Context: an optimization exercise on an open-source flow, tuned for small area and a short achievable clock period. The choices shown serve that exercise and are no tape-out recipe. RTL that was checked went through simulation tests only; none was proved equivalent to the original. For runs 6 and 7, only the layout was checked, not whether the RTL still works. The clock cells of runs 4 to 7 come from the design's own scripts or RTL, not from TritonCTS. The clock input has no modelled driver; a real chip could not lean on it and would need a root buffer or a full tree. Power figures rest on the tool's default switching activity, not on a simulated workload.

--- flow/flow/run.sh ---
#!/bin/bash
# Standard layout, with the port buffers made of buf_1 cells instead of the
# resizer's default choice.
set -euo pipefail
export BUFFER_PORTS_ARGS="-buffer_cell sky130_fd_sc_hd__buf_1"
bash standard.sh > standard.log 2>&1
--- flow/standard.sh ---
#!/bin/bash
# synth_recipe.tcl (not shown) runs the flow's synth.tcl, then flattens the netlist and writes it again
# the make line also repeats each setting of config.mk as NAME=value (left out here)
make -C /OpenROAD-flow-scripts/flow DESIGN_CONFIG=/design/flow/config.mk WORK_HOME=/design/flow/orfs CLKGATE_MAP_FILE= SYNTH_SCRIPT=/design/flow/synth_recipe.tcl "${@:-finish}"
--- flow/config.mk ---
export PLATFORM = sky130hd
export DESIGN_NAME = top_module
export DESIGN_NICKNAME = top_module
export VERILOG_FILES = /design/flow/design.v
export SDC_FILE = /design/flow/constraint.sdc
export NUM_CORES = 4
export LEC_CHECK = 0
export CAP_MARGIN = 20
export CORE_MARGIN = 2
export CORE_UTILIZATION = 55
export CTS_CLUSTER_DIAMETER = 80
export CTS_CLUSTER_SIZE = 24
export SETUP_SLACK_MARGIN = 2.5
export SLEW_MARGIN = 20
--- flow/constraint.sdc ---
create_clock -name core_clock -period 4.5 [get_ports {pclk}]
set_input_delay 0.9000 -clock core_clock [delete_from_list [all_inputs] [get_ports {pclk}]]
set_output_delay 0.9000 -clock core_clock [all_outputs]
set_load 0.01 [all_outputs]
--- flow/design.v ---
module top_module (
    input         pclk,
    input         presetn,
    input         psel,
    input         penable,
    input         pwrite,
    input  [31:0] paddr,
    input  [31:0] pwdata,
    output [31:0] prdata,
    output        pready,
    output        irq,
    input  [31:0] aux_in,
    input  [31:0] pad_in,
    output [31:0] pad_out,
    output [31:0] pad_oe
);
    reg  [31:0] r_in, r_out, r_oe, r_inte, r_ptrig, r_aux, r_eclk, r_nec;
    reg  [1:0]  r_ctrl;
    reg         v_out, v_inte, v_ptrig, v_aux, v_eclk, v_nec;
    reg         r_irq;
    reg  [31:0] r_pad_out;
    reg  [31:0] r_prdata;
    wire        aligned = (paddr[31:6] == 26'd0) && (paddr[1:0] == 2'd0);
    wire [3:0]  a = paddr[5:2];
    wire        wr = psel && penable && pwrite;
    reg s_out, s_oe, s_inte, s_ptrig, s_aux, s_ctrl, s_eclk, s_nec;
    always @(posedge pclk) begin
        s_out   <= aligned && (a == 4'd1);
        s_oe    <= aligned && (a == 4'd2);
        s_inte  <= aligned && (a == 4'd3);
        s_ptrig <= aligned && (a == 4'd4);
        s_aux   <= aligned && (a == 4'd5);
        s_ctrl  <= aligned && (a == 4'd6);
        s_eclk  <= aligned && (a == 4'd8);
        s_nec   <= aligned && (a == 4'd9);
    end
    wire we_out   = wr && s_out;
    wire we_oe    = wr && s_oe;
    wire we_inte  = wr && s_inte;
    wire we_ptrig = wr && s_ptrig;
    wire we_aux   = wr && s_aux;
    wire we_ctrl  = wr && s_ctrl;
    wire we_eclk  = wr && s_eclk;
    wire we_nec   = wr && s_nec;
    wire        hold_out   = !we_out   && v_out;
    wire        hold_inte  = !we_inte  && v_inte;
    wire        hold_ptrig = !we_ptrig && v_ptrig;
    wire        hold_aux   = !we_aux   && v_aux;
    wire        hold_eclk  = !we_eclk  && v_eclk;
    wire        hold_nec   = !we_nec   && v_nec;
    wire [31:0] out_nx   = ({32{we_out}}   & pwdata) | ({32{hold_out}}   & r_out);
    wire [31:0] inte_nx  = ({32{we_inte}}  & pwdata) | ({32{hold_inte}}  & r_inte);
    wire [31:0] ptrig_nx = ({32{we_ptrig}} & pwdata) | ({32{hold_ptrig}} & r_ptrig);
    wire [31:0] aux_nx   = ({32{we_aux}}   & pwdata) | ({32{hold_aux}}   & r_aux);
    wire [31:0] eclk_nx  = ({32{we_eclk}}  & pwdata) | ({32{hold_eclk}}  & r_eclk);
    wire [31:0] nec_nx   = ({32{we_nec}}   & pwdata) | ({32{hold_nec}}   & r_nec);
    wire [31:0] pad_nx  = (aux_nx & aux_in) | (~aux_nx & out_nx);
    wire [31:0] pad_val = (r_oe & r_pad_out) | (~r_oe & pad_in);
    wire [31:0] ints_raw = r_inte & (r_in ^ r_ptrig);
    wire [1:0]  ctrl_nx = we_ctrl ? pwdata[1:0]
                                  : {r_ctrl[1] | (r_ctrl[0] & r_irq), r_ctrl[0]};
    reg  [31:0] rd_nx;
    always @(*) begin
        rd_nx = 32'd0;
        if (aligned) begin
            case (a)
                4'd0: rd_nx = pad_val;
                4'd1: rd_nx = v_out   ? r_out   : 32'd0;
                4'd2: rd_nx = r_oe;
                4'd3: rd_nx = v_inte  ? r_inte  : 32'd0;
                4'd4: rd_nx = v_ptrig ? r_ptrig : 32'd0;
                4'd5: rd_nx = v_aux   ? r_aux   : 32'd0;
                4'd6: rd_nx = {30'd0, ctrl_nx};
                4'd7: rd_nx = v_inte  ? ints_raw : 32'd0;
                4'd8: rd_nx = v_eclk  ? r_eclk  : 32'd0;
                4'd9: rd_nx = v_nec   ? r_nec   : 32'd0;
                default: rd_nx = 32'd0;
            endcase
        end
    end
    always @(posedge pclk or negedge presetn) begin
        if (!presetn) begin
            r_oe      <= 32'd0;
            r_ctrl    <= 2'd0;
            v_out     <= 1'b0;
            v_inte    <= 1'b0;
            v_ptrig   <= 1'b0;
            v_aux     <= 1'b0;
            v_eclk    <= 1'b0;
            v_nec     <= 1'b0;
            r_irq     <= 1'b0;
            r_pad_out <= 32'd0;
            r_prdata  <= 32'd0;
        end else begin
            if (we_oe) r_oe <= pwdata;
            r_ctrl    <= ctrl_nx;
            if (we_out)   v_out   <= 1'b1;
            if (we_inte)  v_inte  <= 1'b1;
            if (we_ptrig) v_ptrig <= 1'b1;
            if (we_aux)   v_aux   <= 1'b1;
            if (we_eclk)  v_eclk  <= 1'b1;
            if (we_nec)   v_nec   <= 1'b1;
            r_irq     <= v_inte && (|ints_raw);
            r_pad_out <= pad_nx;
            r_prdata  <= rd_nx;
        end
    end
    always @(posedge pclk) begin
        r_in    <= pad_val;
        r_out   <= out_nx;
        r_inte  <= inte_nx;
        r_ptrig <= ptrig_nx;
        r_aux   <= aux_nx;
        r_eclk  <= eclk_nx;
        r_nec   <= nec_nx;
    end
    assign prdata  = r_prdata;
    assign pready  = 1'b1;
    assign irq     = r_irq;
    assign pad_out = r_pad_out;
    assign pad_oe  = r_oe;
endmodule
==> out/results.txt, run 1 <==
Worst-Skew Late Latency - 0.52 ns
final WL - 44.2 mm
Final min period - 2.05 ns
Core Region - 0.0244 mm^2
crit path buf inv count - 1
IR drop worst, VDD - 297 uV
Total GRT Usage - 32.5%
crit path max fanout - 2
site row count - 57
Clock H-tree levels - 1
PwrDens - 314 mW/mm^2
Iteration-0 DRC Markers - 1344
Synth top area share - 33.9%
top post-synthesis cells by count - nand2_1, dfxtp_1, o21ai_0
worst reg2reg path depth - 6
Buffers on Ports - 229
Synth area leaders - dfxtp_1, dfrtp_1, nand2_1
cell breakdown of the critical path - buf_2
Distinct cells, synth - 50
post-route ant nets - 0
CTS sink count - 337
GPL Wtd Cong - 0.862
crit-path max cell delay - 0.46 ns
io pins - 231
Worst Path Class, Setup - reg2out
DRT Pass-1 Iters - 6
CP Launch Type - flip-flop
hold-fix buffers at CTS - 0
Die Y - 162 um
top-count cell post-synth - nand2_1
number of flops mapped to enable cells by yosys - 0
Netlist Area Pre-Place - 0.0137 mm^2
fill count - 2066
# DRC - 0
layout cells sized above 1 - 15.9%
post-synth top area cell - dfxtp_1
Worst EP required - 3.60 ns
Max Fclk - 0.488 GHz
total gr overflow - 0
HP Class - in2async
Final setup viols - 0
Via density - 5.95
r2r startpoint - v_aux
Num CTS Buffers - 18
Final Hold Fails - 0
Die Area - 0.0262 mm^2
CTS Buffer Depth - 3
Fin Setup TNS - 0 ns
Final Power - 0.00507 W
worst relative slew slack - 47.7%
DP Wirelength - 27.2 mm
yosys warns - 1
commonest register cell after synthesis - dfxtp_1
CTS tree - done
RSZ-0062 raised after global routing - yes
Avg WL per Cell - 21.8 um
pin count of the biggest net entering global routing - 58
# Max-Cap Violations - 0
Post-Syn Nets - 1593
Async SR Flop Fraction - 31.2%
Mapped Avg Cell Area - 9.37 um^2
flops & latches, synth - 337
status - complete, no violations
leakage dissipation - 5.90 nW
Post-Syn Instances - 1460
nets@finish - 1823
Slew @ Worst Pin - 0.784 ns
Slew Viols, Final - 0
vias after detailed routing - 12100
slowest stage cell, crit path - dfrtp_1
antenna violations before repair - 0
Critical Path Stages - 1
crit path from - r_irq
period utilization - 45.6%
initial core utilization - 56.1%
Crit. End Element - output port
first-pass GRT wire length - 65.8 mm
CTS clk-pin slew, worst paths - 0.10 ns
critical path's top delay family - flip-flops
sequential area share after synthesis - 53.1%
vias in the first global route - 11300
Layout area overhead - 17.9%
Die X - 162 um
Worst EP arrival - 1.15 ns
clock skew - 0.0192 ns
Root Buffer - clkbuf_16
Antenna Cells - 0
## cells in the final DEF (no fill, tap or decap), types with 7 or more instances in the layout
master / instances
buf_12: 8
a211oi_1: 17
a21oi_1: 40
o21ai_0: 168
nor4_1: 20
nor2_1: 27
o21ai_2: 13
a41oi_1: 19
xnor2_1: 25
a222oi_1: 23
xor2_1: 7
o31ai_1: 27
buf_4: 66
dfrtp_1: 101
inv_1: 30
o22ai_1: 18
clkbuf_16: 21
buf_1: 215
dfxtp_1: 232
a22oi_1: 8
clkbuf_1: 10
nand2_1: 367
buf_6: 10
o2bb2ai_1: 31
clkbuf_2: 7
mux2_2: 96
## registers in the layout, summed over array words and instances (netlist names), 2 cells and up
signal	count
r_aux	32
r_eclk	32
r_in	32
r_inte	32
r_nec	32
r_oe	32
r_out	32
r_pad_out	32
r_prdata	32
r_ptrig	32
r_ctrl	2
## metrics by stage
stage / instances / utilization [%] / hold WS, ns / setup slack (ns) / instance area, um^2
finish: 2026 / 66.2 / 0.455 / 2.45 / 16100
floorplan: 1460 / - / 0.444 / 2.38 / 13900
CTS: 2014 / 65.3 / 0.475 / 2.28 / 15900
global route: 2026 / 66.2 / 0.489 / 2.40 / 16100
global placement: 1938 / 61.1 / 0.454 / 1.38 / 14900
detailed placement: 1938 / 61.1 / 0.460 / 1.30 / 14900
## worst register-to-register path: cells and delay by family, from the launching register on
family,cells,cell delay [ns]
AOI/OAI and AO/OA,2,0.39
and+or+nand+nor,1,0.13
buffers and inverters,3,0.75
DFF,1,0.59
## kinds of logic after synthesis
group,after synthesis,share of synthesized area [%]
flops,337,53.1
mux,97,7.97
simple gates,466,14.7
other cells,1,0.0274
buf+inv,138,4.00
compound gates,389,18.1
xor+xnor,32,2.05
## power by group
group	total, W	switching (W)	leakage [nW]	internal [W]
Sequential	0.00302	0.00000900	3.34	0.00301
Combinational	0.000210	0.000135	2.29	0.0000756
Clock	0.00184	0.00102	0.265	0.000824
## worst paths after layout
check | end | slack [ns]
min in group core_clock | r_eclk[31] | 0.48
worst max-delay path | irq | 2.45
max in group asynchronous | v_aux | 3.20
worst min register to register | r_eclk[31] | 0.48
worst max register to register | r_prdata[27] | 2.54
worst min-delay path | r_prdata[1] | 0.46
## per-layer routing
metal / wire length (um) / GRT usage (%)
met1: 19100 / 45.4
met2: 19900 / 52.3
met3: 3580 / 3.98
met4: 1610 / 11.9
met5: 0 / 0
## cell type report
class                      count  area, um^2  share of cell area (%)
timing repair buffer         315        1710                    10.6
sequential                   337        7280                    45.1
clock buffer                  30         527                    3.26
tap                          324         405                    2.51
multi-input combinational    987        6070                    37.6
inverter                      31         116                   0.721
clock inverter                 2        25.0                   0.155
## what timing repair did
action | 4_1_cts | 5_1_grt
setup buffers | 43 | 9
setup endpoints to repair | 171 | 168
gates resized for setup | 27 | 35
pin swaps | 3 | 4
gates cloned | 1 | 3
==> run 2, diff against run 1 <==
--- a/flow/config.mk
+++ b/flow/config.mk
@@ -7,7 +7,8 @@
 export LEC_CHECK = 0
+export ABC_AREA = 1
 export CAP_MARGIN = 20
 export CORE_MARGIN = 2
-export CORE_UTILIZATION = 55
-export CTS_CLUSTER_DIAMETER = 80
-export CTS_CLUSTER_SIZE = 24
+export CORE_UTILIZATION = 40
+export CTS_CLUSTER_DIAMETER = 100
+export CTS_CLUSTER_SIZE = 30
 export SETUP_SLACK_MARGIN = 2.5
==> run 2 against run 1 <==
Compared with the run above:
- design area up 0.95%
- flip-flop and latch count is the same
- register-to-register slack gained 0.09 ns
- first-iteration DRC count shrank 13%
- sequential share of layout area decreased by 0.42 points
- sequential power about the same
- highest routed layer unchanged
- clock power decreased by 11%
- still clean on timing, DRC and antenna
- via count up 10%
- synthesized cell count is 26% higher
- critical path depth did not move
- critical endpoint is now prdata[20]
==> out/results.txt, run 2 <==
status - complete, no violations (unchanged)
IR drop worst, VDD - 225 uV (was 297 uV)
M3 GR Usage - 2.44% (was 3.98%)
Final min period - 2.02 ns (was 2.05 ns)
Total GRT Usage - 25.7% (was 32.5%)
Worst EP arrival - 1.12 ns (was 1.15 ns)
Core Region - 0.0345 mm^2 (was 0.0244 mm^2)
top post-synthesis cells by count - nand2_1, dfxtp_1, nand3_1 (was nand2_1, dfxtp_1, o21ai_0)
CP Launch Type - flip-flop (unchanged)
HP Class - in2async (unchanged)
Crit. End Element - output port (unchanged)
nets@finish - 2202 (was 1823)
DRT Pass-1 Iters - 6 (unchanged)
vias after detailed routing - 13300 (was 12100)
post-route ant nets - 0 (unchanged)
vias in the first global route - 12500 (was 11300)
crit path from - r_prdata[20] (was r_irq)
Final Power - 0.00494 W (was 0.00507 W)
Die X - 191 um (was 162 um)
CTS sink count - 337 (unchanged)
RSZ-0062 raised after global routing - yes (unchanged)
pin count of the biggest net entering global routing - 66 (was 58)
DP Wirelength - 30.3 mm (was 27.2 mm)
first-pass GRT wire length - 72.2 mm (was 65.8 mm)
Clock H-tree levels - 1 (unchanged)
crit-path max cell delay - 0.45 ns (was 0.46 ns)
Most Crowded Layer GR - met2 (unchanged)
CTS tree - done (unchanged)
Synth area leaders - dfxtp_1, dfrtp_1, nand2_1 (unchanged)
fill count - 3541 (was 2066)
final WL - 47.6 mm (was 44.2 mm)
total gr overflow - 0 (unchanged)
Antenna Cells - 0 (unchanged)
Setup WS pre-CTS - 1.59 ns (was 1.30 ns)
GPL Wtd Cong - 0.845 (was 0.862)
Post-Syn Instances - 1845 (was 1460)
initial core utilization - 40.7% (was 56.1%)
Iteration-0 DRC Markers - 1169 (was 1344)
hold-fix buffers at CTS - 0 (unchanged)
period utilization - 44.9% (was 45.6%)
crit path buf inv count - 1 (unchanged)
commonest register cell after synthesis - dfxtp_1 (unchanged)
antenna violations before repair - 0 (unchanged)
Layout area overhead - 15.9% (was 17.9%)
Worst Path Class, Setup - reg2out (unchanged)
Fin Setup TNS - 0 ns (unchanged)
Async SR Flop Fraction - 31.2% (unchanged)
Buffers on Ports - 229 (unchanged)
number of flops mapped to enable cells by yosys - 0 (unchanged)
Num CTS Buffers - 15 (was 18)
Slew Viols, Final - 0 (unchanged)
site row count - 68 (was 57)
Final Hold Fails - 0 (unchanged)
Netlist Area Pre-Place - 0.0140 mm^2 (was 0.0137 mm^2)
final worst setup slack - 2.48 ns (was 2.45 ns)
critical path's top delay family - flip-flops (unchanged)
GR Util met1 - 35.0% (was 45.4%)
r2r startpoint - v_ptrig (was v_aux)
Die Y - 191 um (was 162 um)
Avg WL per Cell - 18.8 um (was 21.8 um)
Root Buffer - clkbuf_16 (unchanged)
commonest non-fill, non-tap cell in the layout - nand2_1 (unchanged)
# Max-Cap Violations - 0 (unchanged)
Synth top area share - 33.1% (was 33.9%)
# DRC - 0 (unchanged)
sequential area share after synthesis - 51.8% (was 53.1%)
GRT met2 Usage - 43.8% (was 52.3%)
io pins - 231 (unchanged)
leakage dissipation - 7.26 nW (was 5.90 nW)
Final setup viols - 0 (unchanged)
clock skew - 0.0195 ns (was 0.0192 ns)
Via density - 5.25 (was 5.95)
cell breakdown of the critical path - buf_2 (unchanged)
Die Area - 0.0366 mm^2 (was 0.0262 mm^2)
post-synth top area cell - dfxtp_1 (unchanged)
PwrDens - 303 mW/mm^2 (was 314 mW/mm^2)
yosys warns - 1 (unchanged)
Worst EP required - 3.60 ns (about the same)
Worst-Skew Late Latency - 0.52 ns (about the same)
layout cells sized above 1 - 7.80% (was 15.9%)
flops & latches, synth - 337 (unchanged)
Distinct cells, synth - 31 (was 50)
Post-Syn Nets - 1978 (was 1593)
top-count cell post-synth - nand2_1 (unchanged)
Mapped Avg Cell Area - 7.62 um^2 (was 9.37 um^2)
CTS clk-pin slew, worst paths - 0.12 ns (was 0.10 ns)
Slew @ Worst Pin - 0.817 ns (was 0.784 ns)
most frequent cells in the layout - nand2_1, dfxtp_1, nand3_1 (was nand2_1, dfxtp_1, buf_1)
slowest stage cell, crit path - dfrtp_1 (unchanged)
CTS Buffer Depth - 3 (unchanged)
worst relative slew slack - 45.5% (was 47.7%)
crit path max fanout - 1 (was 2)
Max Fclk - 0.495 GHz (was 0.488 GHz)
-- run 2: report_power, final --
group | leakage, nW | internal [W] | switching [W]
logic | 3.75 | 0.0000757 | 0.000177
registers | 3.29 | 0.00303 | 0.0000177
clock network | 0.213 | 0.000660 | 0.000981
total | 7.26 | 0.00376 | 0.00118
-- run 2: repair_timing --
item,CTS,global route
setup buffers,37,11
gates resized for setup,36,39
setup endpoints to repair,120,153
pin swaps,3,3
gates cloned,0,1
-- run 2: area by class of cell --
type,count,area (um^2),area share [%]
multi-input cells,1195,5620,34.5
flip-flops and latches,337,7280,44.7
clock buffers,22,412,2.53
repair buffers,302,1540,9.48
well taps,455,569,3.49
inverters,218,845,5.18
clock inverters,3,23.8,0.146
-- run 2: kinds of logic after synthesis --
family / count (synthesis) / share of synthesized area, %
buffers and inverters: 313 / 9.08
and+or+nand+nor: 845 / 25.5
other: 1 / 0.0267
AOI/OAI and AO/OA: 349 / 13.6
DFF: 337 / 51.8
-- run 2: routing by layer --
| layer | part of all wire (%) | up-vias |
|---|---|---|
| met1 | 43 | 6271 |
| met5 | 0 | - |
| met3 | 6.3 | 68 |
| met2 | 48 | 491 |
| li1 | - | 6456 |
| met4 | 2.3 | 0 |
-- run 2: per-stage QoR --
step	cell area, um^2	hold slack (ns)	cells	utilization (%)
finish	16300	0.464	2532	47.2
global route	16300	0.515	2532	47.2
CTS	16100	0.480	2520	46.5
detailed placement	15200	0.463	2458	44.1
global placement	15200	0.455	2458	44.1
floorplan	14000	0.437	1845	-
-- run 2: worst paths after layout --
check | cells after the start | slack [ns] | end
hold / removal | 1 | 0.46 | r_prdata[2]
hold reg to reg | 2 | 0.48 | r_nec[16]
max in group asynchronous | 2 | 2.98 | r_prdata[16]
setup reg to reg | 7 | 2.63 | r_prdata[22]
setup / recovery | 1 | 2.48 | prdata[20]
min in group core_clock | 2 | 0.48 | r_nec[16]
==> run 3, diff against run 2 <==
--- a/flow/config.mk
+++ b/flow/config.mk
@@ -7,3 +7,2 @@
 export LEC_CHECK = 0
-export ABC_AREA = 1
 export CAP_MARGIN = 20
==> run 3 against run 2 <==
Compared with the run above:
- global-route usage down 1.4 points
- flip-flop and latch count unchanged
- design area down 1.2%
- die area down 2.5%
- critical path depth unchanged
- via count down 9.4%
- clock-buffer cell count up 1
- final cell count down 15%
- critical endpoint is now prdata[10]
==> out/results.txt, run 3 <==
period utilization - 45.3% (was 44.9%)
Iteration-0 DRC Markers - 1121 (was 1169)
io pins - 231 (unchanged)
CTS Buffer Depth - 3 (unchanged)
cell breakdown of the critical path - buf_2 (unchanged)
Worst-Skew Late Latency - 0.54 ns (was 0.52 ns)
CTS tree - done (unchanged)
Worst EP arrival - 1.14 ns (was 1.12 ns)
GPL Wtd Cong - 0.816 (was 0.845)
Synth top area share - 33.9% (was 33.1%)
r2r startpoint - v_inte (was v_ptrig)
pin count of the biggest net entering global routing - 66 (unchanged)
Buffers on Ports - 229 (unchanged)
CTS sink count - 337 (unchanged)
yosys warns - 1 (unchanged)
Final Hold Fails - 0 (unchanged)
post-synth top area cell - dfxtp_1 (unchanged)
site row count - 67 (was 68)
Via density - 5.62 (was 5.25)
leakage dissipation - 5.86 nW (was 7.26 nW)
final WL - 47.1 mm (was 47.6 mm)
Die X - 189 um (was 191 um)
nets@finish - 1815 (was 2202)
Total GRT Usage - 24.3% (was 25.7%)
clock skew - 0.0433 ns (was 0.0195 ns)
Layout area overhead - 17.6% (was 15.9%)
Final Cell Area - 0.0161 mm^2 (was 0.0163 mm^2)
CTS clk-pin slew, worst paths - 0.12 ns (about the same)
Register Area - 0.00728 mm^2 (about the same)
top-count cell post-synth - nand2_1 (unchanged)
DP Wirelength - 28.8 mm (was 30.3 mm)
crit path buf inv count - 1 (unchanged)
Setup WS pre-CTS - 1.07 ns (was 1.59 ns)
Max Fclk - 0.490 GHz (was 0.495 GHz)
Post-Syn Instances - 1460 (was 1845)
Die Y - 189 um (was 191 um)
layout cells sized above 1 - 16.5% (was 7.80%)
critical path's top delay family - flip-flops (unchanged)
flop-to-flop setup slack - 2.60 ns (was 2.63 ns)
PwrDens - 303 mW/mm^2 (about the same)
Netlist Area Pre-Place - 0.0137 mm^2 (was 0.0140 mm^2)
crit path max fanout - 1 (unchanged)
Async SR Flop Fraction - 31.2% (unchanged)
initial core utilization - 40.7% (about the same)
slowest stage cell, crit path - dfrtp_1 (unchanged)
hold slack final - 0.477 ns (was 0.464 ns)
Clock H-tree levels - 1 (unchanged)
crit-path max cell delay - 0.44 ns (was 0.45 ns)
Slew @ Worst Pin - 0.917 ns (was 0.817 ns)
DRT Pass-1 Iters - 8 (was 6)
Distinct cells, synth - 50 (was 31)
Num CTS Buffers - 15 (unchanged)
Worst EP required - 3.60 ns (about the same)
# DRC - 0 (unchanged)
status - complete, no violations (unchanged)
post-route ant nets - 0 (unchanged)
Fin Setup TNS - 0 ns (unchanged)
vias in the first global route - 11200 (was 12500)
RSZ-0062 raised after global routing - yes (unchanged)
most frequent cells in the layout - nand2_1, dfxtp_1, buf_1 (was nand2_1, dfxtp_1, nand3_1)
top post-synthesis cells by count - nand2_1, dfxtp_1, o21ai_0 (was nand2_1, dfxtp_1, nand3_1)
worst reg2reg path depth - 6 (was 7)
Crit. End Element - output port (unchanged)
worst relative slew slack - 38.9% (was 45.5%)
Final setup viols - 0 (unchanged)
final worst setup slack - 2.46 ns (was 2.48 ns)
sequential area share after synthesis - 53.1% (was 51.8%)
first-pass GRT wire length - 67.2 mm (was 72.2 mm)
Worst Path Class, Setup - reg2out (unchanged)
commonest register cell after synthesis - dfxtp_1 (unchanged)
Synth area leaders - dfxtp_1, dfrtp_1, nand2_1 (unchanged)
Placed Area - 0.0150 mm^2 (was 0.0152 mm^2)
total gr overflow - 0 (unchanged)
number of flops mapped to enable cells by yosys - 0 (unchanged)
Slew Viols, Final - 0 (unchanged)
multi-input logic area - 0.00609 mm^2 (was 0.00562 mm^2)
fill count - 3213 (was 3541)
# Max-Cap Violations - 0 (unchanged)
Post-Syn Nets - 1593 (was 1978)
Mapped Avg Cell Area - 9.37 um^2 (was 7.62 um^2)
vias after detailed routing - 12000 (was 13300)
Final min period - 2.04 ns (was 2.02 ns)
commonest non-fill, non-tap cell in the layout - nand2_1 (unchanged)
CP Launch Type - flip-flop (unchanged)
Core Region - 0.0336 mm^2 (was 0.0345 mm^2)
IR drop worst, VDD - 223 uV (was 225 uV)
flops & latches, synth - 337 (unchanged)
hold-fix buffers at CTS - 0 (unchanged)
Avg WL per Cell - 22.0 um (was 18.8 um)
antenna violations before repair - 2 (was 0)
HP Class - in2async (unchanged)
FF-to-FF End - r_prdata[22] (unchanged)
Die Area - 0.0357 mm^2 (was 0.0366 mm^2)
Root Buffer - clkbuf_16 (unchanged)
[run 3: cell count changes in the layout (fill, tap and decap cells not counted), sizes merged, moves of 27 or more]
cell / previous run / this run
mux2: 0 / 96
nand4: 29 / 1
o21ai: 222 / 185
o2bb2ai: 0 / 32
nor2: 180 / 30
o31ai: 0 / 27
nand2: 406 / 368
inv: 219 / 33
nand3: 223 / 2
o22ai: 57 / 18
[run 3: routing by layer]
metal  vias to the layer above  global-route usage (%)  share of wire [%]
met5                         -                       0                  0
met4                         0                    6.01                2.3
met3                        70                    2.93                7.8
met2                       518                    39.2                 45
met1                      5868                    34.6                 45
li1                       5581                       -                  -
[run 3: cells by family (layout without fill, tap and decap cells)]
kind of cell / Yosys count / after routing / synth area share [%]
DFF: 337 / 337 / 53.1
buffers and inverters: 138 / 362 / 4.00
AOI/OAI and AO/OA: 389 / 389 / 18.1
and+or+nand+nor: 466 / 473 / 14.7
xor gates and xnor gates: 32 / 32 / 2.05
muxes: 97 / 97 / 7.97
other: 1 / 2 / 0.0274
[run 3: how the worst max path moves through the flow]
stage / slack [ns] / start / cells after the start / to
4_1_cts: 2.44 / penable / 6 / r_pad_out[16]
3_5_place_dp: 1.07 / paddr[4] / 6 / r_prdata[19]
3_3_place_gp: 1.17 / paddr[2] / 6 / r_prdata[0]
6_report: 2.46 / r_prdata[10] / 1 / prdata[10]
2_1_floorplan: 2.38 / paddr[3] / 6 / r_prdata[22]
5_1_grt: 2.45 / r_oe[8] / 1 / pad_oe[8]
[run 3: area by class of cell]
class / count / share of cell area (%)
tap: 448 / 3.48
clock inverter: 3 / 0.225
antenna: 1 / 0.0155
sequential: 337 / 45.2
timing repair buffer: 305 / 9.96
clock buffer: 23 / 2.58
multi-input combinational: 992 / 37.8
inverter: 31 / 0.723
[run 3: stage by stage]
stage	util, %	cells	power (W)
after floorplan	-	1460	0.00315
after global placement	44.7	2057	0.00328
after detailed placement	44.7	2057	0.00328
after CTS	47.3	2126	0.00491
after global routing	47.9	2139	0.00504
final	47.9	2140	0.00488
[run 3: report_power, final]
group / switching, W / internal (W) / leakage (nW) / total [W]
logic: 0.000138 / 0.0000689 / 2.31 / 0.000207
registers: 0.00000907 / 0.00301 / 3.34 / 0.00302
clock network: 0.000989 / 0.000668 / 0.218 / 0.00166
[run 3: what timing repair did]
action / CTS / global route
endpoints found under the setup margin: 197 / 149
setup buffers: 42 / 7
pin swaps: 7 / 8
gates cloned: 1 / 6
resized for setup: 30 / 51
==> run 4, diff against run 3 <==
==> flow/flow/run.sh (replaced) <==
#!/bin/bash
# Standard layout with two changes: the port buffers are buf_1 cells instead
# of the resizer's default choice, and the clock tree is the two-level tree
# that clock_tree.tcl builds (run by the CTS step in place of
# clock_tree_synthesis). Each tool's output is in the ORFS logs under orfs/,
# and make's own output in standard.log.
set -euo pipefail
export BUFFER_PORTS_ARGS="-buffer_cell sky130_fd_sc_hd__buf_1"
export PRE_CTS_TCL="$PWD/flow/clock_tree.tcl"
export CLOCK_TREE_PORT=pclk
export CLOCK_TREE_TOP_COLS=2 CLOCK_TREE_TOP_ROWS=2
export CLOCK_TREE_LEAF_COLS=2 CLOCK_TREE_LEAF_ROWS=2
bash standard.sh > standard.log 2>&1
==> flow/flow/clock_tree.tcl (new file) <==
# Two-level clock tree, built in place of clock_tree_synthesis (sourced as
# PRE_CTS_TCL). The flip-flops are split by position into quadrants of equal
# size, and each quadrant into groups of equal size (a split is into columns
# of equal count, each cut into rows of equal count). Each group gets a
# clkbuf_16 at its centre, and each quadrant a clkbuf_16 at the centre of its
# groups' buffers, driven by the clock port (4 pins at most). Every
# flip-flop thus sees two buffers with about the same load.
proc my_split {pts cols rows} {
  set n [llength $pts]
  set sx [lsort -integer -index 1 $pts]
  set out {}
  for {set c 0} {$c < $cols} {incr c} {
    set col [lsort -integer -index 2 [lrange $sx [expr {$c * $n / $cols}] [expr {($c + 1) * $n / $cols - 1}]]]
    set m [llength $col]
    for {set r 0} {$r < $rows} {incr r} {
      lappend out [lrange $col [expr {$r * $m / $rows}] [expr {($r + 1) * $m / $rows - 1}]]
    }
  }
  return $out
}

proc my_buffer {name pts innet} {
  set block [ord::get_db_block]
  set master [[ord::get_db] findMaster sky130_fd_sc_hd__clkbuf_16]
  set buf [odb::dbInst_create $block $master $name]
  set net [odb::dbNet_create $block ${name}_net]
  $net setSigType CLOCK
  set x 0; set y 0
  foreach s $pts { incr x [lindex $s 1]; incr y [lindex $s 2] }
  set x [expr {$x / [llength $pts]}]; set y [expr {$y / [llength $pts]}]
  [$buf findITerm A] connect $innet
  [$buf findITerm X] connect $net
  $buf setLocation [expr {$x - [$master getWidth] / 2}] [expr {$y - [$master getHeight] / 2}]
  $buf setPlacementStatus PLACED
  return [list $net $x $y]
}

proc my_clock_tree {} {
  set block [ord::get_db_block]
  set clk [$block findNet $::env(CLOCK_TREE_PORT)]
  set sinks {}
  foreach it [$clk getITerms] {
    set bb [[$it getInst] getBBox]
    lappend sinks [list $it [expr {([$bb xMin] + [$bb xMax]) / 2}] [expr {([$bb yMin] + [$bb yMax]) / 2}]]
  }
  foreach it [$clk getITerms] { $it disconnect }
  set qc $::env(CLOCK_TREE_TOP_COLS); set qr $::env(CLOCK_TREE_TOP_ROWS)
  set lc $::env(CLOCK_TREE_LEAF_COLS); set lr $::env(CLOCK_TREE_LEAF_ROWS)
  puts "clock tree: [llength $sinks] sinks, [expr {$qc * $qr}] top buffers, [expr {$lc * $lr}] leaf buffers each"
  set q 0
  foreach quad [my_split $sinks $qc $qr] {
    set groups [my_split $quad $lc $lr]
    # Top buffer at the centre of its leaf buffers, which sit at the
    # centres of their groups.
    set centres {}
    foreach g $groups {
      set x 0; set y 0
      foreach s $g { incr x [lindex $s 1]; incr y [lindex $s 2] }
      lappend centres [list {} [expr {$x / [llength $g]}] [expr {$y / [llength $g]}]]
    }
    set top [lindex [my_buffer clktree_top_$q $centres $clk] 0]
    set l 0
    foreach g $groups {
      set leaf [lindex [my_buffer clktree_leaf_${q}_$l $g $top] 0]
      foreach s $g { [lindex $s 0] connect $leaf }
      incr l
    }
    incr q
  }
  set_propagated_clock [all_clocks]
}

my_clock_tree
# The tree is built: leave nothing for clock_tree_synthesis to do.
proc clock_tree_synthesis {args} { puts "clock_tree_synthesis skipped: tree built by clock_tree.tcl" }
--- a/flow/config.mk
+++ b/flow/config.mk
@@ -10,5 +10,3 @@
 export CORE_UTILIZATION = 40
-export CTS_CLUSTER_DIAMETER = 100
-export CTS_CLUSTER_SIZE = 30
-export SETUP_SLACK_MARGIN = 2.5
+export SETUP_SLACK_MARGIN = 2.6
 export SLEW_MARGIN = 20
==> run 4 against run 3 <==
Compared with the run above:
- largest power group unchanged
- combinational power grew 23%
- clock power increased by 4%
- worst hold slack better by 0.00056 ns
- flip-flop and latch count did not move
- global-route usage up 3.5 points
- die area did not move
- sequential power about the same
- largest cell class unchanged
- area after synthesis stayed put
- critical path depth rose by 6
- fmax down 4.2%
- register-to-register slack hardly changed
==> out/results.txt, run 4 <==
status - complete, no violations (unchanged)
Total GRT Usage - 27.7% (was 24.3%)
Final Hold Fails - 0 (unchanged)
CTS clk-pin slew, worst paths - 0.09 ns (was 0.12 ns)
Die X - 189 um (unchanged)
Post-Syn Nets - 1593 (unchanged)
leakage dissipation - 6.17 nW (was 5.86 nW)
post-route ant nets - 0 (unchanged)
Post-Syn Instances - 1460 (unchanged)
pin count of the biggest net entering global routing - 56 (was 66)
Slew Viols, Final - 0 (unchanged)
yosys warns - 1 (unchanged)
Fin Setup TNS - 0 ns (unchanged)
Layout area overhead - 25.8% (was 17.6%)
top post-synthesis cells by count - nand2_1, dfxtp_1, o21ai_0 (unchanged)
number of flops mapped to enable cells by yosys - 0 (unchanged)
period utilization - 47.3% (was 45.3%)
DR WL met3 - 4.93 mm (was 3.69 mm)
highest metal used - met4 (unchanged)
DRT Pass-1 Iters - 7 (was 8)
final WL - 52.0 mm (was 47.1 mm)
Worst EP required - 4.73 ns (was 3.60 ns)
flops & latches, synth - 337 (unchanged)
Distinct cells, synth - 50 (unchanged)
Worst-Skew Late Latency - 0.32 ns (was 0.54 ns)
antenna violations before repair - 1 (was 2)
met2 WL post-DR - 23.7 mm (was 21.4 mm)
Netlist Area Pre-Place - 0.0137 mm^2 (unchanged)
Max Fclk - 0.469 GHz (was 0.490 GHz)
Die Area - 0.0357 mm^2 (unchanged)
commonest register cell after synthesis - dfxtp_1 (unchanged)
Avg WL per Cell - 24.1 um (was 22.0 um)
DP Wirelength - 28.3 mm (was 28.8 mm)
Mapped Avg Cell Area - 9.37 um^2 (unchanged)
initial core utilization - 40.7% (unchanged)
Worst EP arrival - 2.36 ns (was 1.14 ns)
Synth area leaders - dfxtp_1, dfrtp_1, nand2_1 (unchanged)
Core Region - 0.0336 mm^2 (unchanged)
CP Launch Type - primary input (was flip-flop)
HP Class - reg2reg (was in2async)
Buffers on Ports - 229 (unchanged)
PwrDens - 291 mW/mm^2 (was 303 mW/mm^2)
worst relative slew slack - 34.6% (was 38.9%)
# Max-Cap Violations - 0 (unchanged)
site row count - 67 (unchanged)
Via density - 5.82 (was 5.62)
Die Y - 189 um (unchanged)
top-count cell post-synth - nand2_1 (unchanged)
vias after detailed routing - 12600 (was 12000)
routed length on met1 - 21.2 mm (was 21.0 mm)
RSZ-0062 raised after global routing - yes (unchanged)
Crit. End Element - flip-flop (was output port)
vias in the first global route - 12000 (was 11200)
Slew @ Worst Pin - 0.982 ns (was 0.917 ns)
# DRC - 0 (unchanged)
first-pass GRT wire length - 76.1 mm (was 67.2 mm)
IR drop worst, VDD - 235 uV (was 223 uV)
total gr overflow - 0 (unchanged)
Final setup viols - 0 (unchanged)
most frequent cells in the layout - nand2_1, dfxtp_1, buf_1 (unchanged)
Async SR Flop Fraction - 31.2% (unchanged)
hold slack final - 0.478 ns (was 0.477 ns)
Iteration-0 DRC Markers - 1472 (was 1121)
clock skew - 0.0144 ns (was 0.0433 ns)
io pins - 231 (unchanged)
GPL Wtd Cong - 0.843 (was 0.816)
Synth top area share - 33.9% (unchanged)
post-synth top area cell - dfxtp_1 (unchanged)
Worst Path Class, Setup - in2reg (was reg2out)
commonest non-fill, non-tap cell in the layout - nand2_1 (unchanged)
nets@finish - 1848 (was 1815)
layout cells sized above 1 - 18.8% (was 16.5%)
crit path max fanout - 6 (was 1)
sequential area share after synthesis - 53.1% (unchanged)
Final min period - 2.13 ns (was 2.04 ns)
-- run 4: through the flow --
stage,total power (W),area (um^2),instances,setup WS (ns),util [%]
3_5_place_dp,0.00328,15100,2053,1.07,45.0
6_report,0.00501,17200,2162,2.37,51.2
5_1_grt,0.00514,17200,2161,2.35,51.2
2_1_floorplan,0.00316,14200,1460,2.38,-
3_3_place_gp,0.00328,15100,2053,1.15,45.0
4_1_cts,0.00501,16800,2140,2.38,50.0
-- run 4: worst paths after layout --
kind | slack (ns) | endpoint | start | depth (start not counted)
max | 2.37 | r_prdata[8] | paddr[5] | 7
max in group asynchronous | 2.87 | r_oe[19] | presetn | 2
min in group asynchronous | 0.70 | r_pad_out[9] | presetn | 1
min reg2reg | 0.48 | r_eclk[24] | r_eclk[24] | 2
max reg2reg | 2.59 | r_prdata[28] | v_inte | 5
min | 0.48 | r_eclk[24] | r_eclk[24] | 2
-- run 4: cell type report --
cell class | instances | area, um^2
repair buffers | 324 | 2210
fillers | 3046 | 16400
multi-input cells | 1001 | 6560
plain buffers | 20 | 500
well taps | 448 | 561
diodes | 1 | 2.50
inverters | 31 | 116
flip-flops and latches | 337 | 7270
-- run 4: report_power, final --
part / internal [W] / total (W) / switching (W)
clock network: 0.000801 / 0.00173 / 0.000934
logic: 0.0000993 / 0.000254 / 0.000155
registers: 0.00301 / 0.00302 / 0.00000949
-- run 4: cells by family (layout without fill, tap and decap cells) --
kind of cell              Yosys count  count (layout)  share of synthesized area [%]
AOI/OAI and AO/OA                 389             389                           18.1
xor gates and xnor gates           32              32                           2.05
buffers and inverters             138             375                           4.00
DFF                               337             337                           53.1
muxes                              97              97                           7.97
other                               1               2                         0.0274
and+or+nand+nor                   466             482                           14.7
-- run 4: critical path, cell delays in order --
cell and delay, ns:
buf_12 0.11, or4b_4 0.64, buf_12 0.19, buf_16 0.15
o22ai_4 0.10, a221oi_2 0.05, a41oi_1 0.23
-- run 4: timing repair --
action                     in CTS  in global routing
setup endpoints to repair     275                162
gates cloned                   20                  3
pin swaps                      35                 20
hold buffers                    0                  0
buffers inserted               47                 18
resized for setup             105                 46
-- run 4: metal layers --
layer | vias up | track usage, %
met1 | 6113 | 38.1
met2 | 695 | 44.4
li1 | 5657 | -
met4 | 0 | 9.74
met3 | 124 | 4.36
met5 | - | 0
==> run 5, diff against run 4 <==
--- a/flow/config.mk
+++ b/flow/config.mk
@@ -10,3 +10,3 @@
 export CORE_UTILIZATION = 40
-export SETUP_SLACK_MARGIN = 2.6
+export SETUP_SLACK_MARGIN = 2.5
 export SLEW_MARGIN = 20
==> run 5 against run 4 <==
Compared with the run above:
- still clean
- register-to-register slack worse by 0.02 ns
- utilization is 2.4 points lower
- area after synthesis stayed put
- sequential share of layout area is 2.0 points higher
- worst hold slack worse by 0.0041 ns
==> out/results.txt, run 5 <==
Netlist Area Pre-Place - 0.0137 mm^2 (unchanged)
DRT Pass-1 Iters - 6 (was 7)
Layout area overhead - 20.0% (was 25.8%)
period utilization - 45.6% (was 47.3%)
Async SR Flop Fraction - 31.2% (unchanged)
Mapped Avg Cell Area - 9.37 um^2 (unchanged)
total gr overflow - 0 (unchanged)
yosys warns - 1 (unchanged)
mux contribution to synthesized area - 7.97% (unchanged)
layout cells sized above 1 - 15.4% (was 18.8%)
top post-synthesis cells by count - nand2_1, dfxtp_1, o21ai_0 (unchanged)
most frequent cells in the layout - nand2_1, dfxtp_1, buf_1 (unchanged)
GPL Wtd Cong - 0.816 (was 0.843)
top-count cell post-synth - nand2_1 (unchanged)
Final Power - 0.00499 W (was 0.00501 W)
Final setup viols - 0 (unchanged)
Via density - 5.77 (was 5.82)
crit path max fanout - 14 (was 6)
clock skew - 0.0172 ns (was 0.0144 ns)
final WL - 48.5 mm (was 52.0 mm)
cell breakdown of the critical path - clkbuf_4, and4_2, o21ai_1, mux2_2 (was buf_12, or4b_4, buf_12, buf_16, o22ai_4, a221oi_2, a41oi_1)
# Max-Cap Violations - 0 (unchanged)
crit-path max cell delay - 0.68 ns (was 0.64 ns)
io pins - 231 (unchanged)
nets@finish - 1807 (was 1848)
Post-Syn Nets - 1593 (unchanged)
Synth Area in Simple Gates - 14.7% (unchanged)
Synth Area in Compound Gates - 18.1% (unchanged)
vias after detailed routing - 12200 (was 12600)
critical path's top delay family - simple AND/OR/NAND/NOR gates (unchanged)
slowest stage cell, crit path - and4_2 (was or4b_4)
Worst Path Class, Setup - in2reg (unchanged)
Fin Setup TNS - 0 ns (unchanged)
Synth area leaders - dfxtp_1, dfrtp_1, nand2_1 (unchanged)
Buffers on Ports - 229 (unchanged)
number of flops mapped to enable cells by yosys - 0 (unchanged)
Slew Viols, Final - 0 (unchanged)
IR drop worst, VDD - 161 uV (was 235 uV)
Avg WL per Cell - 22.9 um (was 24.1 um)
Max Fclk - 0.487 GHz (was 0.469 GHz)
flops & latches, synth - 337 (unchanged)
Total GRT Usage - 25.8% (was 27.7%)
Distinct cells, synth - 50 (unchanged)
Die X - 189 um (unchanged)
XOR/XNOR Fraction of Synth Area - 2.05% (unchanged)
commonest non-fill, non-tap cell in the layout - nand2_1 (unchanged)
Die Y - 189 um (unchanged)
Slew @ Worst Pin - 0.935 ns (was 0.982 ns)
sequential area share after synthesis - 53.1% (unchanged)
Worst-Skew Late Latency - 0.32 ns (about the same)
hold-fix buffers at CTS - 0 (unchanged)
post-route ant nets - 0 (unchanged)
# DRC - 0 (unchanged)
first-pass GRT wire length - 71.4 mm (was 76.1 mm)
Iteration-0 DRC Markers - 1198 (was 1472)
site row count - 67 (unchanged)
status - complete, no violations (unchanged)
Post-Syn Instances - 1460 (unchanged)
Antenna Cells - 0 (was 1)
antenna violations before repair - 0 (was 1)
Worst EP required - 4.71 ns (was 4.73 ns)
Worst EP arrival - 2.26 ns (was 2.36 ns)
Final Hold Fails - 0 (unchanged)
largest family of logic cells by synthesized area - compound AO/OA/AOI/OAI gates (unchanged)
Crit. End Element - flip-flop (unchanged)
Adder-Cell Fraction of Synth Area - 0% (unchanged)
worst relative slew slack - 37.7% (was 34.6%)
vias in the first global route - 11500 (was 12000)
commonest register cell after synthesis - dfxtp_1 (unchanged)
Final min period - 2.05 ns (was 2.13 ns)
Die Area - 0.0357 mm^2 (unchanged)
crit path buf inv count - 1 (was 3)
HP Class - reg2reg (unchanged)
CTS clk-pin slew, worst paths - 0.09 ns (about the same)
DP Wirelength - 28.8 mm (was 28.3 mm)
Synth top area share - 33.9% (unchanged)
initial core utilization - 40.7% (unchanged)
post-synth top area cell - dfxtp_1 (unchanged)
CP Launch Type - primary input (unchanged)
pin count of the biggest net entering global routing - 56 (unchanged)
PwrDens - 304 mW/mm^2 (was 291 mW/mm^2)
RSZ-0062 raised after global routing - yes (unchanged)
leakage dissipation - 5.81 nW (was 6.17 nW)
Core Region - 0.0336 mm^2 (unchanged)
## run 5: cell count changes in the layout (fill, tap and decap cells not counted), sizes merged
cell | previous run | this run
and2 | 14 | 13
and4 | 10 | 7
buf | 321 | 285
clkbuf | 23 | 24
diode | 1 | 0
nand3 | 3 | 2
nor2 | 31 | 30
## run 5: metrics by stage
| stage | hold slack (ns) | cells | util (%) | instance area [um^2] | setup slack [ns] |
|---|---|---|---|---|---|
| floorplan | 0.444 | 1460 | - | 13900 | 2.38 |
| global placement | 0.454 | 2057 | 44.7 | 15000 | 1.17 |
| detailed placement | 0.459 | 2057 | 44.7 | 15000 | 1.07 |
| CTS | 0.474 | 2103 | 47.8 | 16100 | 2.47 |
| global route | 0.490 | 2120 | 48.9 | 16400 | 2.43 |
| finish | 0.474 | 2120 | 48.9 | 16400 | 2.45 |
## run 5: area by class of cell
class	instances	area (um^2)
Buffer	20	500
Fill cell	3125	17200
Inverter	31	116
Tap cell	448	561
Multi-Input combinational cell	995	6320
Sequential cell	337	7270
Timing Repair Buffer	289	1660
## run 5: cell families after synthesis
family,after synthesis
and+or+nand+nor,466
AOI/OAI and AO/OA,389
DFF,337
buffers and inverters,138
muxes,97
xor gates and xnor gates,32
other,1
## run 5: worst register-to-register path, stage by stage (launching register included)
cell     delay, ns
dfrtp_1       0.56
nand3_1       0.19
buf_6         0.27
nor3_2        0.08
buf_4         0.18
o21ai_0       0.33
a41oi_1       0.18
## run 5: report_power, final
part           switching, W  internal [W]
registers        0.00000926       0.00301
clock network      0.000932      0.000800
logic              0.000147     0.0000878
total               0.00109       0.00390
## run 5: path summary, 6_finish.rpt
kind / start / endpoint / slack (ns) / cells past startpoint
hold reg to reg: r_eclk[3] / r_eclk[3] / 0.47 / 2
setup / recovery: penable / r_pad_out[17] / 2.45 / 4
max in group asynchronous: presetn / v_nec / 2.97 / 2
setup reg to reg: v_inte / r_prdata[22] / 2.57 / 6
min in group asynchronous: presetn / r_oe[7] / 0.71 / 1
hold / removal: r_eclk[3] / r_eclk[3] / 0.47 / 2
## run 5: metal layers
metal	wire length (um)	global-route usage [%]
met1	21100	36.9
met2	21800	40.7
met3	4260	3.89
met4	1370	6.94
met5	0	0
## run 5: timing repair
action / in CTS / in global routing
pin swaps: 18 / 30
gates cloned: 9 / 2
resized for setup: 70 / 50
setup endpoints to repair: 250 / 149
buffers inserted: 17 / 15
==> run 6, diff against run 5 <==
--- a/flow/design.v
+++ b/flow/design.v
@@ -24,22 +24,18 @@
     wire [3:0]  a = paddr[5:2];
-    wire        wr = psel && penable && pwrite;
-    reg s_out, s_oe, s_inte, s_ptrig, s_aux, s_ctrl, s_eclk, s_nec;
-    always @(posedge pclk) begin
-        s_out   <= aligned && (a == 4'd1);
-        s_oe    <= aligned && (a == 4'd2);
-        s_inte  <= aligned && (a == 4'd3);
-        s_ptrig <= aligned && (a == 4'd4);
-        s_aux   <= aligned && (a == 4'd5);
-        s_ctrl  <= aligned && (a == 4'd6);
-        s_eclk  <= aligned && (a == 4'd8);
-        s_nec   <= aligned && (a == 4'd9);
+    wire        wsetup = psel && !penable && pwrite && aligned;
+    reg we_out, we_oe, we_inte, we_ptrig, we_aux, we_ctrl, we_eclk, we_nec;
+    always @(posedge pclk or negedge presetn) begin
+        if (!presetn) begin
+            {we_out, we_oe, we_inte, we_ptrig, we_aux, we_ctrl, we_eclk, we_nec} <= 8'd0;
+        end else begin
+            we_out   <= wsetup && (a == 4'd1);
+            we_oe    <= wsetup && (a == 4'd2);
+            we_inte  <= wsetup && (a == 4'd3);
+            we_ptrig <= wsetup && (a == 4'd4);
+            we_aux   <= wsetup && (a == 4'd5);
+            we_ctrl  <= wsetup && (a == 4'd6);
+            we_eclk  <= wsetup && (a == 4'd8);
+            we_nec   <= wsetup && (a == 4'd9);
+        end
     end
-    wire we_out   = wr && s_out;
-    wire we_oe    = wr && s_oe;
-    wire we_inte  = wr && s_inte;
-    wire we_ptrig = wr && s_ptrig;
-    wire we_aux   = wr && s_aux;
-    wire we_ctrl  = wr && s_ctrl;
-    wire we_eclk  = wr && s_eclk;
-    wire we_nec   = wr && s_nec;
     wire        hold_out   = !we_out   && v_out;
@@ -92,3 +88,2 @@
             r_pad_out <= 32'd0;
-            r_prdata  <= 32'd0;
         end else begin
@@ -104,3 +99,2 @@
             r_pad_out <= pad_nx;
-            r_prdata  <= rd_nx;
         end
@@ -115,2 +109,3 @@
         r_nec   <= nec_nx;
+        r_prdata <= presetn ? rd_nx : 32'd0;
     end
--- a/flow/config.mk
+++ b/flow/config.mk
@@ -10,3 +10,3 @@
 export CORE_UTILIZATION = 40
-export SETUP_SLACK_MARGIN = 2.5
+export SETUP_SLACK_MARGIN = 2.6
 export SLEW_MARGIN = 20
==> run 6 against run 5 <==
Compared with the run above:
- area after synthesis barely moved
- first-iteration DRC count is 18% lower
- largest cell class unchanged
- clock skew decreased by 0.0083 ns
- register-to-register slack better by 0.09 ns
- highest routed layer unchanged
- critical endpoint is now r_prdata[24]
- utilization is 1.0 points higher
- worst hold slack worse by 0.0013 ns
- die area hardly changed
- still clean
- global-route usage fell by 0.27 points
- setup slack improved by 0.023 ns
==> out/results.txt, run 6 <==
flops & latches, synth - 337 (unchanged)
placed cell count - 2131 (was 2057)
Worst Path Class, Setup - in2reg (unchanged)
initial core utilization - 40.7% (about the same)
Iteration-0 DRC Markers - 978 (was 1198)
status - complete, no violations (unchanged)
Post-Syn Instances - 1537 (was 1460)
Final setup viols - 0 (unchanged)
DP Wirelength - 29.8 mm (was 28.8 mm)
Synth top area share - 37.4% (was 33.9%)
Slew @ Worst Pin - 1.11 ns (was 0.935 ns)
Netlist Area Pre-Place - 0.0137 mm^2 (about the same)
Core Region - 0.0336 mm^2 (unchanged)
yosys warns - 1 (unchanged)
RSZ-0062 raised after global routing - yes (unchanged)
Die Area - 0.0357 mm^2 (about the same)
top post-synthesis cells by count - nand2_1, dfxtp_1, o21ai_0 (unchanged)
antenna violations before repair - 1 (was 0)
Buffers on Ports - 229 (unchanged)
Max Fclk - 0.493 GHz (was 0.487 GHz)
first-pass GRT wire length - 71.2 mm (was 71.4 mm)
CTS clk-pin slew, worst paths - 0.09 ns (about the same)
crit path max fanout - 4 (was 14)
Post-Syn Nets - 1670 (was 1593)
Slew Viols, Final - 0 (unchanged)
total gr overflow - 0 (unchanged)
DRT Pass-1 Iters - 5 (was 6)
clock skew - 0.00894 ns (was 0.0172 ns)
period utilization - 45.1% (was 45.6%)
post-route ant nets - 0 (unchanged)
Worst-Skew Late Latency - 0.32 ns (about the same)
Total GRT Usage - 25.5% (was 25.8%)
Mapped Avg Cell Area - 8.91 um^2 (was 9.37 um^2)
IR drop worst, VDD - 236 uV (was 161 uV)
top-count cell post-synth - nand2_1 (unchanged)
number of flops mapped to enable cells by yosys - 0 (unchanged)
final WL - 47.5 mm (was 48.5 mm)
CP Launch Type - primary input (unchanged)
layout cells sized above 1 - 16.6% (was 15.4%)
Die X - 189 um (about the same)
nets@finish - 1893 (was 1807)
Layout area overhead - 22.5% (was 20.0%)
worst relative slew slack - 26.2% (was 37.7%)
commonest register cell after synthesis - dfxtp_1 (unchanged)
Register Area - 0.00717 mm^2 (was 0.00727 mm^2)
Distinct cells, synth - 45 (was 50)
Worst EP arrival - 2.28 ns (was 2.26 ns)
Crit. End Element - flip-flop (unchanged)
HP Class - reg2reg (unchanged)
leakage dissipation - 6.00 nW (was 5.81 nW)
io pins - 231 (unchanged)
multi-input logic area - 0.00656 mm^2 (was 0.00632 mm^2)
Avg WL per Cell - 21.5 um (was 22.9 um)
PwrDens - 299 mW/mm^2 (was 304 mW/mm^2)
Final Hold Fails - 0 (unchanged)
fill count - 3196 (was 3125)
Layout Cells excl Fill - 2207 (was 2120)
pin count of the biggest net entering global routing - 66 (was 56)
Fin Setup TNS - 0 ns (unchanged)
GPL Wtd Cong - 0.866 (was 0.816)
Final min period - 2.03 ns (was 2.05 ns)
site row count - 67 (unchanged)
commonest non-fill, non-tap cell in the layout - nand2_1 (unchanged)
Synth area leaders - dfxtp_1, dfrtp_1, nand2_1 (unchanged)
post-synth top area cell - dfxtp_1 (unchanged)
# Max-Cap Violations - 0 (unchanged)
Worst EP required - 4.75 ns (was 4.71 ns)
most frequent cells in the layout - nand2_1, dfxtp_1, o21ai_0 (was nand2_1, dfxtp_1, buf_1)
vias in the first global route - 11700 (was 11500)
sequential area share after synthesis - 52.2% (was 53.1%)
Async SR Flop Fraction - 24.0% (was 31.2%)
# DRC - 0 (unchanged)
vias after detailed routing - 12300 (was 12200)
Via density - 5.55 (was 5.77)
Die Y - 189 um (about the same)
[run 6: per-layer routing]
| layer | track usage [%] | wire length (um) |
|---|---|---|
| met5 | 0 | 0 |
| met4 | 6.52 | 1170 |
| met3 | 2.26 | 2820 |
| met2 | 42.5 | 22300 |
| met1 | 35.8 | 21200 |
[run 6: logic make-up (layout without fill, tap and decap cells)]
family          Yosys count  in the layout  synth area share (%)
compound gates          409            409                  17.6
other cells               1              2                0.0274
buf+inv                 132            350                  3.84
simple gates            529            532                  16.3
flops                   337            337                  52.2
mux                      97             97                  7.98
xor+xnor                 32             32                  2.05
[run 6: cell type report]
class	instances	area share, %
flip-flops and latches	337	42.8
well taps	448	3.34
plain buffers	20	2.98
repair buffers	306	11.2
diodes	1	0.0149
inverters	24	0.567
multi-input cells	1071	39.1
[run 6: power by group]
part | internal, W | switching, W
Sequential | 0.00301 | 0.0000113
Clock | 0.000801 | 0.000935
Combinational | 0.0000977 | 0.000156
[run 6: what timing repair did]
| item | in CTS | in global routing |
|---|---|---|
| endpoints found under the setup margin | 73 | 122 |
| gates cloned | 8 | 2 |
| setup buffers | 34 | 11 |
| resized for setup | 95 | 40 |
| hold buffers | 0 | 0 |
| pin swaps | 14 | 16 |
[run 6: per-stage QoR]
step	total power (W)	utilization (%)	setup WS [ns]	hold WS [ns]	instance area, um^2
final	0.00501	49.9	2.47	0.472	16800
after CTS	0.00502	48.9	2.49	0.473	16400
after global placement	0.00328	44.8	1.27	0.447	15100
after detailed placement	0.00328	44.8	1.10	0.459	15100
after floorplan	0.00316	-	2.37	0.436	14000
after global routing	0.00515	49.9	2.45	0.488	16800
[run 6: worst paths after layout]
check	from	end	slack [ns]	depth (start not counted)
max in group asynchronous	presetn	we_out	2.99	2
min in group asynchronous	presetn	r_oe[10]	0.60	1
setup reg to reg	v_out	r_prdata[3]	2.66	6
setup / recovery	paddr[3]	r_prdata[24]	2.47	8
hold reg to reg	r_nec[13]	r_nec[13]	0.47	2
hold / removal	r_nec[13]	r_nec[13]	0.47	2
[run 6: critical path, cell delays in order]
cell and delay, ns:
buf_12 0.10, nand2b_4 0.13, or3_4 0.47, buf_12 0.16, buf_16 0.14, o22ai_4 0.14
a21oi_2 0.05, a41oi_2 0.18
==> run 7, diff against run 6 <==
--- a/flow/config.mk
+++ b/flow/config.mk
@@ -10,3 +10,3 @@
 export CORE_UTILIZATION = 40
-export SETUP_SLACK_MARGIN = 2.6
+export SETUP_SLACK_MARGIN = 2.7
 export SLEW_MARGIN = 20
==> run 7 against run 6 <==
Compared with the run above:
- still clean
- design area rose by 4.5%
- sequential power hardly changed
- first-iteration DRC count is 19% higher
- die area stayed put
- flip-flop and latch count unchanged
- critical path type unchanged
==> out/results.txt, run 7 <==
status - complete, no violations (unchanged)
number of flops mapped to enable cells by yosys - 0 (unchanged)
post-synth top area cell - dfxtp_1 (unchanged)
slowest stage cell, crit path - or3_4 (unchanged)
commonest non-fill, non-tap cell in the layout - nand2_1 (unchanged)
first-pass GRT wire length - 72.9 mm (was 71.2 mm)
Final Hold Fails - 0 (unchanged)
leakage dissipation - 6.34 nW (was 6.00 nW)
most frequent cells in the layout - nand2_1, dfxtp_1, o21ai_0 (unchanged)
mux contribution to synthesized area - 7.98% (unchanged)
Final min period - 2.07 ns (was 2.03 ns)
Hold EP - r_nec[20] (was r_nec[13])
Worst path most repeated cell - buf_12 (unchanged)
sequential area share after synthesis - 52.2% (unchanged)
Max Fclk - 0.484 GHz (was 0.493 GHz)
vias after detailed routing - 12500 (was 12300)
Netlist Area Pre-Place - 0.0137 mm^2 (unchanged)
crit path max fanout - 7 (was 4)
Placed Area - 0.0151 mm^2 (about the same)
crit-path max cell delay - 0.42 ns (was 0.47 ns)
Buffers on Ports - 229 (unchanged)
Iteration-0 DRC Markers - 1159 (was 978)
Synth top area share - 37.4% (unchanged)
hold slack final - 0.478 ns (was 0.472 ns)
initial core utilization - 40.7% (unchanged)
Slew Viols, Final - 0 (unchanged)
Worst-Skew Late Latency - 0.32 ns (about the same)
Via density - 5.58 (was 5.55)
clock skew - 0.00878 ns (was 0.00894 ns)
CP Launch Type - primary input (unchanged)
Synth area leaders - dfxtp_1, dfrtp_1, nand2_1 (unchanged)
IR drop worst, VDD - 246 uV (was 236 uV)
Avg WL per Cell - 22.1 um (was 21.5 um)
largest family of logic cells by synthesized area - compound AO/OA/AOI/OAI gates (unchanged)
PwrDens - 287 mW/mm^2 (was 299 mW/mm^2)
Adder-Cell Fraction of Synth Area - 0% (unchanged)
final WL - 49.7 mm (was 47.5 mm)
Final setup viols - 0 (unchanged)
Fin Setup TNS - 0 ns (unchanged)
pin count of the biggest net entering global routing - 66 (unchanged)
worst relative slew slack - 25.1% (was 26.2%)
placed cell count - 2130 (was 2131)
flop-to-flop setup slack - 2.70 ns (was 2.66 ns)
antenna violations before repair - 0 (was 1)
Worst EP arrival - 2.30 ns (was 2.28 ns)
HP Class - reg2reg (unchanged)
Total GRT Usage - 26.4% (was 25.5%)
Synth Area in Simple Gates - 16.3% (unchanged)
yosys warns - 1 (unchanged)
Layout area overhead - 28.0% (was 22.5%)
hold path startpoint - r_nec[20] (was r_nec[13])
r2r startpoint - v_nec (was v_out)
Final Cell Area - 0.0175 mm^2 (was 0.0168 mm^2)
Distinct cells, synth - 45 (unchanged)
cell breakdown of the critical path - buf_12, nand2b_4, or3_4, buf_12, buf_12, o21ai_2, a221oi_2, a31oi_1 (was buf_12, nand2b_4, or3_4, buf_12, buf_16, o22ai_4, a21oi_2, a41oi_2)
DRT Pass-1 Iters - 7 (was 5)
period utilization - 45.9% (was 45.1%)
DP Wirelength - 29.2 mm (was 29.8 mm)
Die Area - 0.0357 mm^2 (unchanged)
crit path buf inv count - 3 (unchanged)
Die Y - 189 um (unchanged)
hold-fix buffers at CTS - 0 (unchanged)
RSZ-0062 raised after global routing - yes (unchanged)
Mapped Avg Cell Area - 8.91 um^2 (unchanged)
critical path's top delay family - simple AND/OR/NAND/NOR gates (unchanged)
crit path from - paddr[3] (unchanged)
layout cells sized above 1 - 20.8% (was 16.6%)
Crit. End Element - flip-flop (unchanged)
Slew @ Worst Pin - 1.12 ns (was 1.11 ns)
GPL Wtd Cong - 0.862 (was 0.866)
total gr overflow - 0 (unchanged)
Core Region - 0.0336 mm^2 (unchanged)
post-route ant nets - 0 (unchanged)
Post-Syn Instances - 1537 (unchanged)
Antenna Cells - 0 (was 1)
nets@finish - 1934 (was 1893)
# Max-Cap Violations - 0 (unchanged)
top-count cell post-synth - nand2_1 (unchanged)
top post-synthesis cells by count - nand2_1, dfxtp_1, o21ai_0 (unchanged)
worst reg2reg path depth - 4 (was 6)
Async SR Flop Fraction - 24.0% (unchanged)
XOR/XNOR Fraction of Synth Area - 2.05% (unchanged)
FF-to-FF End - r_prdata[22] (was r_prdata[3])
Layout Cells excl Fill - 2247 (was 2207)
io pins - 231 (unchanged)
Worst EP required - 4.74 ns (was 4.75 ns)
hold path cells - 2 (unchanged)
Worst Path Class, Setup - in2reg (unchanged)
flops & latches, synth - 337 (unchanged)
Post-Syn Nets - 1670 (unchanged)
site row count - 67 (unchanged)
# DRC - 0 (unchanged)
vias in the first global route - 11900 (was 11700)
CTS clk-pin slew, worst paths - 0.09 ns (about the same)
Synth Area in Compound Gates - 17.6% (unchanged)
commonest register cell after synthesis - dfxtp_1 (unchanged)
Die X - 189 um (unchanged)
==> run 7: cell counts after synthesis <==
No cell type changed its count.
==> run 7: worst max path at each step <==
stage / endpoint / depth (start not counted)
finish: r_prdata[22] / 8
global route: r_prdata[22] / 9
CTS: r_prdata[0] / 8
detailed placement: r_prdata[0] / 7
global placement: r_prdata[24] / 7
floorplan: r_prdata[30] / 7
==> run 7: logic make-up after synthesis <==
| kind of cell | count (synthesis) |
|---|---|
| XOR/XNOR | 32 |
| flip-flops | 337 |
| AO/OA/AOI/OAI | 409 |
| buffers and inverters | 132 |
| AND/OR/NAND/NOR | 529 |
| other | 1 |
| multiplexers | 97 |
==> run 7: repair_timing <==
action	in CTS	in global routing
buffers inserted	68	18
pin swaps	38	26
endpoints found under the setup margin	129	135
resized for setup	127	61
gates cloned	10	1
==> run 7: per-stage QoR <==
step                      setup slack [ns]  power [W]  utilization (%)
after floorplan                       2.37    0.00316                -
after global placement                1.20    0.00329             44.9
after detailed placement              1.06    0.00329             44.9
after CTS                             2.43    0.00504             50.6
after global routing                  2.41    0.00518             52.1
final                                 2.43    0.00503             52.1
==> run 7: worst min-delay path: cells and delay by family (launching register included) <==
kind / cells / cell delay (ns)
flip-flops: 1 / 0.31
AO/OA/AOI/OAI: 1 / 0.06
AND/OR/NAND/NOR: 1 / 0.07
==> run 7: per-layer routing <==
layer  GRT usage [%]  wire length, um  share of wire [%]
met1            36.6            21400                 43
met2            42.5            22500                 45
met5               0                0                  0
met3            2.71             3670                7.4
met4            9.68             2050                4.1
==> run 7: area by class of cell <==
type / instances / area (um^2)
Buffer: 20 / 500
Fill cell: 3094 / 16100
Inverter: 24 / 97.6
Multi-Input combinational cell: 1071 / 6790
Sequential cell: 337 / 7180
Tap cell: 448 / 561
Timing Repair Buffer: 347 / 2390
==> run 7: report_power, final <==
part	internal [W]	total (W)	switching, W	leakage (nW)
clock network	0.000800	0.00173	0.000930	0.246
logic	0.000114	0.000283	0.000169	2.92
registers	0.00301	0.00302	0.0000124	3.17
total	0.00392	0.00503	0.00111	6.34

[port drivers added, routing unchanged]
How much do the figures lean on ideal ports? The routed layouts below were timed once more, with nothing changed but the port constraints. Step 1, drivers: a clkbuf_16 drives pclk and a buf_2 each remaining input, both assumed. Step 2 times the ports against the registers' clock, not the clock port: input delays grow and output delays shrink by t, the midpoint of the rising clock arrivals with the driver on. Three values: ideal ports, drivers, drivers and shift; two values: the first two.
run | shift t [ns] | setup slack, ns | worst setup path after step 2 | latest minus earliest clock arrival (ns) | worst register clock-pin slew, ns
run 1 | 0.565 | 2.450 / 2.400 / 1.921 | input to register | 0.025 / 0.024 | 0.10 / 0.10
run 2 | 0.559 | 2.480 / 2.430 / 2.009 | input to register | 0.022 / 0.023 | 0.12 / 0.12
run 3 | 0.569 | 2.460 / 2.408 / 2.011 | input to register | 0.045 / 0.045 | 0.12 / 0.12
run 4 | 0.430 | 2.370 / 2.432 / 2.002 | input to register | 0.015 / 0.014 | 0.09 / 0.09
run 5 | 0.428 | 2.448 / 2.406 / 2.075 | input to register | 0.018 / 0.017 | 0.09 / 0.09
run 6 | 0.432 | 2.471 / 2.498 / 2.084 | input to register | 0.009 / 0.009 | 0.09 / 0.09
run 7 | 0.420 | 2.434 / 2.489 / 2.068 | input to register | 0.011 / 0.011 | 0.09 / 0.09
After both steps every run listed still meets setup and hold. For run 1, which loses most, drivers alone change the setup slack by -0.050 ns; drivers and shift together by -0.529 ns.
